Context: an optimization exercise on an open-source flow, tuned for small area, a short achievable clock period and few clock cycles. The choices shown serve that exercise and are no tape-out recipe.
At most, simulation tests tie the RTL to the original design; equivalence was not proved.
Power is estimated from default activity; no workload was simulated.

==> inputs of trial 20 <==
==> flow/design.v (excerpt) <==
module systolic_4x4 (
    input logic go,
    input logic clk,
    input logic reset,
    output logic done,
    output logic [4:0] t0_addr0,
    input logic [31:0] t0_read_data,
    output logic [4:0] t1_addr0,
    input logic [31:0] t1_read_data,
    output logic [4:0] t2_addr0,
    input logic [31:0] t2_read_data,
    output logic [4:0] t3_addr0,
    input logic [31:0] t3_read_data,
    output logic [4:0] l0_addr0,
    input logic [31:0] l0_read_data,
    output logic [4:0] l1_addr0,
    input logic [31:0] l1_read_data,
    output logic [4:0] l2_addr0,
    input logic [31:0] l2_read_data,
    output logic [4:0] l3_addr0,
    input logic [31:0] l3_read_data,
    output logic [4:0] out_mem_addr0,
    output logic [4:0] out_mem_addr1,
    output logic [31:0] out_mem_write_data,
    output logic out_mem_write_en
);
  localparam int LAT = 2;
  localparam int D = 2;
  localparam int LAST = 67 + D + LAT;
  logic [6:0] cnt;
  logic [3:0] l_addr;
  logic [3:0] t_addr [4];
  logic [1:0] row;           
  logic [31:0] lr [4+D-1];
  logic [31:0] lr3 [1:4];    
  logic [9:0] t_s1 [4];
  logic [9:0] t_s2 [4];
  logic [9:0] t_s3 [4];
  logic [9:0] t_s4 [4];
  logic [9:0] t_neg [4];
  logic [1:0] t_e [4];
  logic [3:0] first;
  logic [31:0] acc_s [4];    
  logic [31:0] acc_c [4];
  logic [31:0] ns [4];
  logic [31:0] nc [4];
  logic [3:0] fin;           
  logic [1:0] wr_row;
  logic [1:0] wr_col;
  logic [31:0] wr_data;
  logic wr_en;
  logic done_r;
  always_ff @(posedge clk) begin
    if (reset) begin
      cnt <= '0;
      l_addr <= '0;
      row <= '0;
      for (int j = 0; j < 4; j++) t_addr[j] <= 4'(-(j + D - 1));
      first <= '0;
      fin <= '0;
      wr_en <= 1'b0;
      done_r <= 1'b0;
    end else if (go) begin
      if (cnt != LAST) cnt <= cnt + 7'd1;
      l_addr <= l_addr + 4'd1;
      if (l_addr == 4'd15) row <= row + 2'd1;
      for (int j = 0; j < 4; j++) t_addr[j] <= t_addr[j] + 4'd1;
      for (int j = 0; j < 4; j++)
  ...
export LEC_CHECK = 0
export ABC_AREA = 1
export CAP_MARGIN = 20
export CORE_MARGIN = 2
export CORE_UTILIZATION = 50
export PLACE_DENSITY = 0.6
export SLEW_MARGIN = 20
create_clock -name core_clock -period 10.0 [get_ports {clk}]
standard.sh (not shown) runs the stock make flow with config.mk's settings and CLKGATE_MAP_FILE= SYNTH_SCRIPT=/design/flow/synth_recipe.tcl, a recipe that flattens the netlist after the stock synthesis.
==> flow/flow/run.sh <==
#!/bin/bash
# The standard layout, with timing repair aiming for a setup slack of
# MARGIN ns at the design's clock period (so the repair works on paths the
# 10 ns constraint alone would leave untouched).
set -euo pipefail
MARGIN=6.8
bash standard.sh SETUP_SLACK_MARGIN=$MARGIN finish > standard_finish.log 2>&1
==> inputs of build 67, as changes to trial 20 <==
==> flow/flow/run.sh (replaced) <==
#!/bin/bash
# The standard layout, with timing repair aiming for a setup slack of
# MARGIN ns at the design's clock period (so the repair works on paths the
# 10 ns constraint alone would leave untouched), and the port buffers made
# with buf_2 cells.
set -euo pipefail
MARGIN=6.9
bash standard.sh SETUP_SLACK_MARGIN=$MARGIN \
  "BUFFER_PORTS_ARGS=-buffer_cell sky130_fd_sc_hd__buf_2" finish > standard_finish.log 2>&1
--- a/flow/config.mk
+++ b/flow/config.mk
@@ -8,6 +8,8 @@
 export ABC_AREA = 1
 export CAP_MARGIN = 20
 export CORE_MARGIN = 2
-export CORE_UTILIZATION = 50
-export PLACE_DENSITY = 0.6
+export CORE_UTILIZATION = 45
+export CTS_CLUSTER_DIAMETER = 100
+export CTS_CLUSTER_SIZE = 20
+export PLACE_DENSITY = 0.5
 export SLEW_MARGIN = 20
==> reports/metrics.csv <==
metric,value,unit
status,no timing/DRC/antenna violations,
holdPathEnd,lr3[2][31]$_DFF_P_,
peakVddDrop,0.2286,mV
rrSetupSlack,6.74,ns
drive_gt1_share,10.21,%
p_int,16570,uW
initialDrtViolationCount,10166,
clock_latency,0.81,ns
numCtsBuffers,144,
buf_share,6.229,%
fin_cells,11175,
-- figures above: trial 20

==> reports/metrics.csv <==
metric,value,unit
holdPathEnd,lr3[1][0]$_DFF_P_,
fin_cells,11346,
rrSetupSlack,6.87,ns
status,no timing/DRC/antenna violations,
buf_share,5.662,%
p_int,14810,uW
drive_gt1_share,13.05,%
initialDrtViolationCount,8492,
peakVddDrop,0.2685,mV
-- figures above: build 67

Testbench counts of trial 20, summed over its fixed seeds: cycles 3,456.
Testbench counts of build 67, summed over its fixed seeds: cycles 3,456.

==> inputs of delta <==
Another version of the RTL of systolic_4x4 (not shown whole).
==> module systolic_4x4, before the edit <==
module systolic_4x4 (
    input logic go,
    input logic clk,
    input logic reset,
    output logic done,
    output logic [4:0] t0_addr0,
    input logic [31:0] t0_read_data,
    output logic [4:0] t1_addr0,
    input logic [31:0] t1_read_data,
    output logic [4:0] t2_addr0,
    input logic [31:0] t2_read_data,
    output logic [4:0] t3_addr0,
    input logic [31:0] t3_read_data,
    output logic [4:0] l0_addr0,
    input logic [31:0] l0_read_data,
    output logic [4:0] l1_addr0,
    input logic [31:0] l1_read_data,
    output logic [4:0] l2_addr0,
    input logic [31:0] l2_read_data,
    output logic [4:0] l3_addr0,
    input logic [31:0] l3_read_data,
    output logic [4:0] out_mem_addr0,
    output logic [4:0] out_mem_addr1,
    output logic [31:0] out_mem_write_data,
    output logic out_mem_write_en
);
  localparam int LAT = 2;
  localparam int D = 1;
  localparam int LAST = 67 + D + LAT;
  logic [6:0] cnt;
  logic [3:0] l_addr;
  logic [3:0] t_addr [4];
  logic [1:0] row;           
  logic [31:0] lr [4+D-1];
  logic [31:0] lr3 [4];      
  logic [9:0] t_s1 [4];
  logic [9:0] t_s2 [4];
  logic [9:0] t_s3 [4];
  logic [9:0] t_s4 [4];
  logic [9:0] t_neg [4];
  logic [1:0] t_e [4];
  logic [3:0] first;
  logic [31:0] acc_s [4];    
  logic [31:0] acc_c [4];
  logic [31:0] ns [4];
  logic [31:0] nc [4];
  logic [3:0] fin;           
  logic [1:0] wr_row;
  logic [1:0] wr_col;
  logic [31:0] wr_data;
  logic wr_en;
  logic done_r;
  always_ff @(posedge clk) begin
    if (reset) begin
      cnt <= '0;
      l_addr <= '0;
      row <= '0;
      for (int j = 0; j < 4; j++) t_addr[j] <= 4'(-(j + D - 1));
      first <= '0;
      fin <= '0;
      wr_en <= 1'b0;
      done_r <= 1'b0;
    end else if (go) begin
      if (cnt != LAST) cnt <= cnt + 7'd1;
      l_addr <= l_addr + 4'd1;
      if (l_addr == 4'd15) row <= row + 2'd1;
      for (int j = 0; j < 4; j++) t_addr[j] <= t_addr[j] + 4'd1;
      for (int j = 0; j < 4; j++)
        first[j] <= (t_addr[j] == 4'(LAT - 1)) && (cnt >= 7'(j + D + LAT - 2)) && (cnt <= 7'(j + D + LAT + 46));
      for (int j = 0; j < 4; j++)
        fin[j] <= (t_addr[j] == 4'(LAT - 1)) && (cnt >= 7'(j + D + LAT + 14)) && (cnt <= 7'(j + D + LAT + 62));
      wr_en <= |fin;
      done_r <= (cnt == 7'(LAST - 1));
    end
  end
  function automatic [9:0] booth_sel(input logic [31:0] b, input int k);
    logic [2:0] v;
    logic x3;
    for (int r = 0; r < 10; r++) begin
      v = 3'({1'b0, b[3*r+1], 1'b0}) + 3'(b[3*r]) + 3'((r > 0) ? b[3*r-1] : 1'b0);
      x3 = b[3*r+2];
      booth_sel[r] = x3 ? (3'(4 - k) == v) : (3'(k) == v);
    end
  endfunction
  function automatic [9:0] booth_neg(input logic [31:0] b);
    for (int r = 0; r < 10; r++) booth_neg[r] = b[3*r+2];
  endfunction
  logic [31:0] td [4];
  assign td[0] = t0_read_data;
  assign td[1] = t1_read_data;
  assign td[2] = t2_read_data;
  assign td[3] = t3_read_data;
  logic [31:0] ld;
  assign ld = (row == 2'd0) ? l0_read_data :
              (row == 2'd1) ? l1_read_data :
              (row == 2'd2) ? l2_read_data : l3_read_data;
  always_ff @(posedge clk) begin
    logic [1:0] sel;
    lr[0] <= ld;
    lr3[0] <= ld + {ld[30:0], 1'b0};
    for (int j = 1; j < 4; j++) begin
      lr[j] <= lr[j-1];
      lr3[j] <= lr3[j-1];
    end
    for (int j = 0; j < 4; j++) begin
      t_s1[j] <= booth_sel(td[j], 1);
      t_s2[j] <= booth_sel(td[j], 2);
      t_s3[j] <= booth_sel(td[j], 3);
      t_s4[j] <= booth_sel(td[j], 4);
      t_neg[j] <= booth_neg(td[j]);
      t_e[j] <= {td[j][31] ^ (td[j][30] & td[j][29]), td[j][30] ^ td[j][29]};
    end
    for (int j = 0; j < 4; j++) begin
      acc_s[j] <= ns[j];
      acc_c[j] <= nc[j];
    end
    sel = fin[1] ? 2'd1 : fin[2] ? 2'd2 : fin[3] ? 2'd3 : 2'd0;
    wr_data <= acc_s[sel] + acc_c[sel];
    wr_col <= sel;
    wr_row <= 2'((cnt - 7'(sel) - 7'(D + LAT)) >> 4);
  end
  for (genvar j = 0; j < 4; j++) begin : g_mac
    mac32 u_mac (
        .clk(clk),
        .a(lr[j]), .a3(lr3[j]), .bs1(t_s1[j]), .bs2(t_s2[j]), .bs3(t_s3[j]), .bs4(t_s4[j]),
        .bneg(t_neg[j]), .be(t_e[j]),
        .si(first[j] ? 32'd0 : acc_s[j]), .ci(first[j] ? 32'd0 : acc_c[j]),
        .so(ns[j]), .co(nc[j]));
  end
  assign done = done_r;
  assign out_mem_write_en = wr_en;
  assign out_mem_write_data = wr_data;
  assign out_mem_addr0 = {3'd0, wr_row};
  assign out_mem_addr1 = {3'd0, wr_col};
  assign l0_addr0 = {1'b0, l_addr};
  assign l1_addr0 = {1'b0, l_addr};
  assign l2_addr0 = {1'b0, l_addr};
  assign l3_addr0 = {1'b0, l_addr};
  assign t0_addr0 = {1'b0, t_addr[0]};
  assign t1_addr0 = {1'b0, t_addr[1]};
  assign t2_addr0 = {1'b0, t_addr[2]};
  assign t3_addr0 = {1'b0, t_addr[3]};
endmodule
==> flow/config.mk <==
export PLATFORM = sky130hd
export DESIGN_NAME = systolic_4x4
export DESIGN_NICKNAME = systolic_4x4
export VERILOG_FILES = /design/flow/design.v
export SDC_FILE = /design/flow/constraint.sdc
export NUM_CORES = 4
export LEC_CHECK = 0
export ABC_AREA = 1
export CAP_MARGIN = 20
export CORE_MARGIN = 2
export CORE_UTILIZATION = 50
export CTS_CLUSTER_DIAMETER = 100
export CTS_CLUSTER_SIZE = 20
export PLACE_DENSITY = 0.6
export SLEW_MARGIN = 20
==> flow/constraint.sdc <==
create_clock -name core_clock -period 10.0 [get_ports {clk}]
set_input_delay 2.0000 -clock core_clock [delete_from_list [all_inputs] [get_ports {clk}]]
set_output_delay 2.0000 -clock core_clock [all_outputs]
set_load 0.01 [all_outputs]
==> flow/flow/run.sh <==
#!/bin/bash
# The standard layout, with timing repair aiming for a setup slack of
# MARGIN ns at the design's clock period (so the repair works on paths the
# 10 ns constraint alone would leave untouched), and the port buffers made
# with buf_2 cells.
set -euo pipefail
MARGIN=6.9
bash standard.sh SETUP_SLACK_MARGIN=$MARGIN \
  "BUFFER_PORTS_ARGS=-buffer_cell sky130_fd_sc_hd__buf_2" finish > standard_finish.log 2>&1
==> inputs of onyx, as changes to delta <==
--- a/flow/design.v
+++ b/flow/design.v
@@ -26,5 +26,5 @@
 );
   localparam int LAT = 2;
-  localparam int D = 1;
+  localparam int D = 2;
   localparam int LAST = 67 + D + LAT;
   logic [6:0] cnt;
@@ -33,5 +33,5 @@
   logic [1:0] row;           
   logic [31:0] lr [4+D-1];
-  logic [31:0] lr3 [4];      
+  logic [31:0] lr3 [1:4];    
   logic [9:0] t_s1 [4];
   logic [9:0] t_s2 [4];
@@ -98,9 +98,7 @@
     logic [1:0] sel;
     lr[0] <= ld;
-    lr3[0] <= ld + {ld[30:0], 1'b0};
-    for (int j = 1; j < 4; j++) begin
-      lr[j] <= lr[j-1];
-      lr3[j] <= lr3[j-1];
-    end
+    for (int j = 1; j < 5; j++) lr[j] <= lr[j-1];
+    lr3[1] <= lr[0] + {lr[0][30:0], 1'b0};
+    for (int j = 2; j < 5; j++) lr3[j] <= lr3[j-1];
     for (int j = 0; j < 4; j++) begin
       t_s1[j] <= booth_sel(td[j], 1);
@@ -123,5 +121,5 @@
     mac32 u_mac (
         .clk(clk),
-        .a(lr[j]), .a3(lr3[j]), .bs1(t_s1[j]), .bs2(t_s2[j]), .bs3(t_s3[j]), .bs4(t_s4[j]),
+        .a(lr[j+1]), .a3(lr3[j+1]), .bs1(t_s1[j]), .bs2(t_s2[j]), .bs3(t_s3[j]), .bs4(t_s4[j]),
         .bneg(t_neg[j]), .be(t_e[j]),
         .si(first[j] ? 32'd0 : acc_s[j]), .ci(first[j] ? 32'd0 : acc_c[j]),
==> inputs of maple, as changes to delta <==
--- a/flow/design.v
+++ b/flow/design.v
@@ -26,5 +26,5 @@
 );
   localparam int LAT = 2;
-  localparam int D = 1;
+  localparam int D = 2;
   localparam int LAST = 67 + D + LAT;
   logic [6:0] cnt;
@@ -33,5 +33,5 @@
   logic [1:0] row;           
   logic [31:0] lr [4+D-1];
-  logic [31:0] lr3 [4];      
+  logic [31:0] lr3 [1:4];    
   logic [9:0] t_s1 [4];
   logic [9:0] t_s2 [4];
@@ -98,9 +98,7 @@
     logic [1:0] sel;
     lr[0] <= ld;
-    lr3[0] <= ld + {ld[30:0], 1'b0};
-    for (int j = 1; j < 4; j++) begin
-      lr[j] <= lr[j-1];
-      lr3[j] <= lr3[j-1];
-    end
+    for (int j = 1; j < 5; j++) lr[j] <= lr[j-1];
+    lr3[1] <= lr[0] + {lr[0][30:0], 1'b0};
+    for (int j = 2; j < 5; j++) lr3[j] <= lr3[j-1];
     for (int j = 0; j < 4; j++) begin
       t_s1[j] <= booth_sel(td[j], 1);
@@ -123,5 +121,5 @@
     mac32 u_mac (
         .clk(clk),
-        .a(lr[j]), .a3(lr3[j]), .bs1(t_s1[j]), .bs2(t_s2[j]), .bs3(t_s3[j]), .bs4(t_s4[j]),
+        .a(lr[j+1]), .a3(lr3[j+1]), .bs1(t_s1[j]), .bs2(t_s2[j]), .bs3(t_s3[j]), .bs4(t_s4[j]),
         .bneg(t_neg[j]), .be(t_e[j]),
         .si(first[j] ? 32'd0 : acc_s[j]), .ci(first[j] ? 32'd0 : acc_c[j]),
--- a/flow/flow/run.sh
+++ b/flow/flow/run.sh
@@ -5,5 +5,5 @@
 # with buf_2 cells.
 set -euo pipefail
-MARGIN=6.9
+MARGIN=6.75
 bash standard.sh SETUP_SLACK_MARGIN=$MARGIN \
   "BUFFER_PORTS_ARGS=-buffer_cell sky130_fd_sc_hd__buf_2" finish > standard_finish.log 2>&1
==> run notes <==
| item | delta | onyx | maple |
|---|---|---|---|
| Count of sequential standard cells | 1243 | 1275 | 1275 |
| Area used by multi-input combinational logic | 47100 µm² | 45400 µm² | 45200 µm² |
| Xor/xnor cell area share of the yosys netlist | 9.89% | 9.70% | 9.70% |
| Power Clock | 3280 µW | 3430 µW | 3430 µW |
| Arr. time, crit path | 1380 ps | 1350 ps | 1340 ps |
| Met1 wire length | 135000 µm | 130000 µm | 130000 µm |
| Non-clock buffering overhead | 5.84% | 4.92% | 4.11% |
| Synth-to-Final Area Change | 13.5% | 9.88% | 8.35% |
| Capture point of the worst reg-to-reg path | lr3[0][11] | g_mac[0].u_mac.p1[102] | g_mac[0].u_mac.p1[98] |
| Worst setup slack for register-to-register paths | 6790 ps | 6800 ps | 6740 ps |
| WL met2 | 135000 µm | 131000 µm | 130000 µm |
| Pin count of the biggest net entering global routing | 59 | 65 | 65 |
| Launching element of the worst setup path | wr_data[26] | wr_data[17] | wr_data[24] |
| Run status | no timing/DRC/antenna violations | no timing/DRC/antenna violations | no timing/DRC/antenna violations |
| Mean instance size in the synthesized netlist | 8.94 µm² | 9.00 µm² | 9.00 µm² |
| Netlist Area Pre-Place | 78000 µm² | 78900 µm² | 78900 µm² |
| Initial detailed-routing violation count | 10700 | 10100 | 9937 |
| Routed wire length per instance | 30.6 µm | 29.5 µm | 29.4 µm |
Testbench counts of onyx, summed over its fixed seeds: cycles 3,456.
Testbench counts of maple, summed over its fixed seeds: cycles 3,456.
Function not checked in delta: the RTL went through the layout flow alone.

separate check: timing with driven ports:
No port has a modelled driver above. Below, the same layouts with a new extraction and two added sets of constraints.
Step 1, drivers: a clkbuf_16 drives clk and a buf_2 each remaining input, both assumed.
Step 2 times the ports against the registers' clock, not the clock port: input delays grow and output delays shrink by t, the midpoint of the rising clock arrivals with the driver on.
Slacks: ideal ports / drivers / drivers and shift; pairs: ideal ports / drivers.
| run | t, ns | setup slack, ns | worst hold slack (ns) | worst data-port slew with drivers (ns) |
|---|---|---|---|---|
| trial 20 | 0.883 | 6.594 / 6.504 / 6.063 | 0.353 / 0.353 / 0.353 | 0.09 |
| build 67 | 0.846 | 6.672 / 6.585 / 6.371 | 0.359 / 0.359 / 0.359 | 0.10 |
| delta | 0.793 | 6.622 / 6.540 / 5.886 | 0.341 / 0.341 / 0.341 | 0.08 |
| onyx | 0.813 | 6.653 / 6.566 / 6.317 | 0.361 / 0.361 / 0.361 | 0.08 |
| maple | 0.810 | 6.659 / 6.571 / 6.106 | 0.361 / 0.361 / 0.361 | 0.08 |
After both steps every run listed still meets setup and hold. For delta, which loses most, drivers alone change the setup slack by -0.082 ns; drivers and shift together by -0.736 ns.
